This is an optimization exercise on Yosys and OpenROAD, whose aim is small area, a short achievable clock period and few clock cycles per item, not a production implementation.

==> fjord: inputs <==
==> flow/design.v (excerpt) <==
module mac (
    input  wire        clk,
    input  wire        rst,
    input  wire [31:0] x,
    input  wire [31:0] y,
    input  wire        start,
    output wire [31:0] z,
    output wire        busy
  );
  wire pp1 = ~(x[0] & y[0]);
  wire pp2 = ~(x[0] & y[1]);
  wire pp3 = ~(x[0] & y[2]);
  wire pp4 = ~(x[0] & y[3]);
  wire pp5 = ~(x[0] & y[4]);
  wire pp6 = ~(x[0] & y[5]);
  wire pp7 = ~(x[0] & y[6]);
  wire pp8 = x[0] & y[7];
  wire pp9 = ~(x[1] & y[0]);
  wire pp10 = ~(x[1] & y[1]);
  wire pp11 = ~(x[1] & y[2]);
  wire pp12 = ~(x[1] & y[3]);
  wire pp13 = ~(x[1] & y[4]);
  wire pp14 = ~(x[1] & y[5]);
  wire pp15 = ~(x[1] & y[6]);
  wire pp16 = x[1] & y[7];
  wire pp17 = ~(x[2] & y[0]);
  wire pp18 = ~(x[2] & y[1]);
  wire pp19 = ~(x[2] & y[2]);
  wire pp20 = ~(x[2] & y[3]);
  wire pp21 = ~(x[2] & y[4]);
  wire pp22 = ~(x[2] & y[5]);
  wire pp23 = ~(x[2] & y[6]);
  wire pp24 = x[2] & y[7];
  wire pp25 = ~(x[3] & y[0]);
  wire pp26 = ~(x[3] & y[1]);
  wire pp27 = ~(x[3] & y[2]);
  wire pp28 = ~(x[3] & y[3]);
  wire pp29 = ~(x[3] & y[4]);
  wire pp30 = ~(x[3] & y[5]);
  wire pp31 = ~(x[3] & y[6]);
  wire pp32 = x[3] & y[7];
  wire pp33 = ~(x[4] & y[0]);
  wire pp34 = ~(x[4] & y[1]);
  wire pp35 = ~(x[4] & y[2]);
  wire pp36 = ~(x[4] & y[3]);
  wire pp37 = ~(x[4] & y[4]);
  wire pp38 = ~(x[4] & y[5]);
  wire pp39 = ~(x[4] & y[6]);
  wire pp40 = x[4] & y[7];
  wire pp41 = ~(x[5] & y[0]);
  wire pp42 = ~(x[5] & y[1]);
  wire pp43 = ~(x[5] & y[2]);
  wire pp44 = ~(x[5] & y[3]);
  wire pp45 = ~(x[5] & y[4]);
  wire pp46 = ~(x[5] & y[5]);
  wire pp47 = ~(x[5] & y[6]);
  wire pp48 = x[5] & y[7];
  wire pp49 = ~(x[6] & y[0]);
  wire pp50 = ~(x[6] & y[1]);
  wire pp51 = ~(x[6] & y[2]);
  wire pp52 = ~(x[6] & y[3]);
  wire pp53 = ~(x[6] & y[4]);
  wire pp54 = ~(x[6] & y[5]);
  wire pp55 = ~(x[6] & y[6]);
  wire pp56 = x[6] & y[7];
  wire pp57 = x[7] & y[0];
  wire pp58 = x[7] & y[1];
  wire pp59 = x[7] & y[2];
  wire pp60 = x[7] & y[3];
  ...
Settings: LEC_CHECK=0, CAP_MARGIN=20, CORE_MARGIN=2, CORE_UTILIZATION=40, SLEW_MARGIN=20, SYNTH_HIERARCHICAL=1, SYNTH_MINIMUM_KEEP_SIZE=0; clock period 7.0 ns.
standard.sh (not shown) runs the stock make flow with config.mk's settings and CLKGATE_MAP_FILE= SYNTH_SCRIPT=/design/flow/synth_recipe.tcl, a recipe that flattens the netlist after the stock synthesis.
==> flow/flow/run.sh <==
#!/bin/bash
# The standard layout (standard.sh), with port buffers of the given cell instead
# of the one buffer_ports picks by default.  make's output goes to standard.log;
# ORFS keeps each step's log under orfs/logs.
set -euo pipefail
export BUFFER_PORTS_ARGS="-buffer_cell sky130_fd_sc_hd__buf_2"
bash standard.sh > standard.log 2>&1
==> inputs of zinc, as changes to fjord <==
--- a/flow/design.v
+++ b/flow/design.v
@@ -709,53 +709,53 @@
   mac_fa u483 (.a(r[4]), .b(r[5]), .ci(r[6]), .s(s483), .co(c483));
   wire s484, c484;
   mac_fa u484 (.a(r[7]), .b(r[8]), .ci(c483), .s(s484), .co(c484));
   wire s485, c485;
   mac_fa u485 (.a(r[9]), .b(r[10]), .ci(r[11]), .s(s485), .co(c485));
-  wire s486, c486;
-  mac_fa u486 (.a(r[12]), .b(s485), .ci(c484), .s(s486), .co(c486));
-  wire s487, c487;
-  mac_fa u487 (.a(r[13]), .b(r[14]), .ci(r[15]), .s(s487), .co(c487));
-  wire s488 = c485 ^ s487;
-  wire c489 = c485 & s487;
-  wire s490, c490;
-  mac_fa u490 (.a(r[16]), .b(r[17]), .ci(r[18]), .s(s490), .co(c490));
+  wire s486 = r[12] ^ s485;
+  wire c487 = r[12] & s485;
+  wire s488, c488;
+  mac_fa u488 (.a(r[13]), .b(r[14]), .ci(r[15]), .s(s488), .co(c488));
+  wire s489 = c485 ^ s488;
+  wire c490 = c485 & s488;
   wire s491, c491;
-  mac_fa u491 (.a(r[19]), .b(r[20]), .ci(c487), .s(s491), .co(c491));
+  mac_fa u491 (.a(r[16]), .b(r[17]), .ci(r[18]), .s(s491), .co(c491));
   wire s492, c492;
-  mac_fa u492 (.a(s490), .b(c489), .ci(s491), .s(s492), .co(c492));
-  wire s493, c493;
-  mac_fa u493 (.a(r[21]), .b(r[22]), .ci(r[23]), .s(s493), .co(c493));
-  wire s494, c494;
-  mac_fa u494 (.a(r[24]), .b(c490), .ci(s493), .s(s494), .co(c494));
-  wire s495 = c491 ^ s494;
-  wire c496 = c491 & s494;
-  wire s497, c497;
-  mac_fa u497 (.a(r[25]), .b(r[26]), .ci(r[27]), .s(s497), .co(c497));
-  wire s498, c498;
-  mac_fa u498 (.a(r[28]), .b(r[29]), .ci(c493), .s(s498), .co(c498));
+  mac_fa u492 (.a(r[19]), .b(r[20]), .ci(c488), .s(s492), .co(c492));
+  wire s493 = s491 ^ c490;
+  wire c494 = s491 & c490;
+  wire s495, c495;
+  mac_fa u495 (.a(r[21]), .b(r[22]), .ci(r[23]), .s(s495), .co(c495));
+  wire s496, c496;
+  mac_fa u496 (.a(r[24]), .b(c491), .ci(s495), .s(s496), .co(c496));
+  wire s497 = c492 ^ c494;
+  wire c498 = c492 & c494;
   wire s499, c499;
-  mac_fa u499 (.a(s497), .b(c494), .ci(s498), .s(s499), .co(c499));
+  mac_fa u499 (.a(r[25]), .b(r[26]), .ci(r[27]), .s(s499), .co(c499));
   wire s500, c500;
-  mac_fa u500 (.a(r[30]), .b(r[31]), .ci(r[32]), .s(s500), .co(c500));
+  mac_fa u500 (.a(r[28]), .b(r[29]), .ci(c495), .s(s500), .co(c500));
   wire s501, c501;
-  mac_fa u501 (.a(r[33]), .b(r[34]), .ci(c497), .s(s501), .co(c501));
+  mac_fa u501 (.a(s499), .b(c496), .ci(s500), .s(s501), .co(c501));
   wire s502, c502;
-  mac_fa u502 (.a(s500), .b(c498), .ci(s501), .s(s502), .co(c502));
+  mac_fa u502 (.a(r[30]), .b(r[31]), .ci(r[32]), .s(s502), .co(c502));
   wire s503, c503;
-  mac_fa u503 (.a(r[35]), .b(r[36]), .ci(r[37]), .s(s503), .co(c503));
+  mac_fa u503 (.a(r[33]), .b(r[34]), .ci(c499), .s(s503), .co(c503));
   wire s504, c504;
-  mac_fa u504 (.a(c500), .b(s503), .ci(c501), .s(s504), .co(c504));
+  mac_fa u504 (.a(s502), .b(c500), .ci(s503), .s(s504), .co(c504));
   wire s505, c505;
-  mac_fa u505 (.a(r[38]), .b(r[39]), .ci(r[40]), .s(s505), .co(c505));
+  mac_fa u505 (.a(r[35]), .b(r[36]), .ci(r[37]), .s(s505), .co(c505));
   wire s506, c506;
-  mac_fa u506 (.a(r[41]), .b(c503), .ci(s505), .s(s506), .co(c506));
+  mac_fa u506 (.a(c502), .b(s505), .ci(c503), .s(s506), .co(c506));
   wire s507, c507;
-  mac_fa u507 (.a(r[42]), .b(r[43]), .ci(c505), .s(s507), .co(c507));
+  mac_fa u507 (.a(r[38]), .b(r[39]), .ci(r[40]), .s(s507), .co(c507));
   wire s508, c508;
-  mac_fa u508 (.a(r[44]), .b(r[45]), .ci(r[46]), .s(s508), .co(c508));
-  wire [17:0] sum = ~({1'b1, r[47], s508, c506, s506, c502, c499, c496, s495, s492, s488, s486, s484, s483, r[3], r[2], r[1], r[0]} + {1'b0, c508, c507, s507, c504, s504, s502, s499, c492, 1'b0, c486, 1'b0, 1'b0, 1'b0, 1'b0, 1'b0, 1'b0, 1'b0});
+  mac_fa u508 (.a(r[41]), .b(c505), .ci(s507), .s(s508), .co(c508));
+  wire s509, c509;
+  mac_fa u509 (.a(r[42]), .b(r[43]), .ci(c507), .s(s509), .co(c509));
+  wire s510, c510;
+  mac_fa u510 (.a(r[44]), .b(r[45]), .ci(r[46]), .s(s510), .co(c510));
+  wire [17:0] sum = ~({1'b1, r[47], s510, c508, s508, c504, c501, c498, s496, s492, c487, s486, s484, s483, r[3], r[2], r[1], r[0]} + {1'b0, c510, c509, s509, c506, s506, s504, s501, s497, s493, s489, c484, 1'b0, 1'b0, 1'b0, 1'b0, 1'b0, 1'b0});
   assign z    = {{14{sum[17]}}, sum};
   assign busy = 1'b0;
 endmodule
 module mac_fa (
     input  wire a,
==> comparison table <==
|  | fjord | zinc |
|---|---|---|
| Detailed route wirelength on metal3 | 1480 um | 1530 um |
| Post-Synthesis Mean Instance Area | 11.9 sq um | 12.1 sq um |
| Fraction of area in registers | 0.163 | 0.162 |
| Area share of the largest cell type after synthesis | 0.564 | 0.568 |
| Pre-CTS setup slack | 1860 ps | 2240 ps |
| Placed cell count | 993 | 997 |
| Total length of routed wires | 20100 um | 20600 um |
| Met3 track utilization from global routing | 0.0357 | 0.0341 |
| Slew at the pin closest to its max-slew limit | 1030 ps | 997 ps |
| Crit. path cell count | 9 | 10 |
| Beginning of the critical path | r[25]$_DFFE_PP_ | r[16]$_DFFE_PP_ |
| Avg WL per Cell | 20.1 um | 20.5 um |
| Final critical path time including I/O delays and setup | 5010 ps | 5060 ps |
| Number of instances in the synthesized netlist | 686 | 669 |
| Post-route cell area | 8840 sq um | 8880 sq um |
| Number of distinct standard cells referenced by the synthesized netlist | 37 | 30 |
| Status | no timing/DRC/antenna violations | no timing/DRC/antenna violations |
| Clk cell area share | 0.0158 | 0.0193 |
| Clock buffer count | 6 | 5 |
| Synth Area in Adders | 0.596 | 0.605 |
| Fmax | 0.200 GHz | 0.198 GHz |
| Layout buffering overhead excluding clock cells | 0.0549 | 0.0547 |
| Initial core utilization | 0.406 | 0.411 |
| Area added between synthesis and finish | 8.27% | 9.93% |
| Core area | 20100 sq um | 19700 sq um |
| Number of nets at the end of the flow | 1048 | 1059 |
No run of this note included a check of the RTL's function; only the layout flow was run.

[re-timing with driven ports]
Ports are ideal in the flow. The routed layouts listed here were re-timed in OpenROAD.
Step 1 (the two cells are an assumption about what drives the block):
set clk [get_ports {clk}]
set_driving_cell -lib_cell sky130_fd_sc_hd__clkbuf_16 $clk
set_driving_cell -lib_cell sky130_fd_sc_hd__buf_2 [delete_from_list [all_inputs] $clk]
Step 2 moves the port delays by t, midway between the first and last clock arrival at a register: inputs arrive t later, outputs are due t later. That takes back most of the time a late clock gives input paths.
a / b / c = no drivers / after step 1 / after step 2; a / b = the first two.
run | shift t [ns] | setup WS [ns] | clock arrival spread, ns
fjord | 0.322 | 1.990 / 1.951 / 2.273 | 0.008 / 0.009
zinc | 0.322 | 1.937 / 1.899 / 2.221 | 0.006 / 0.005
After both steps every run listed still meets setup and hold.
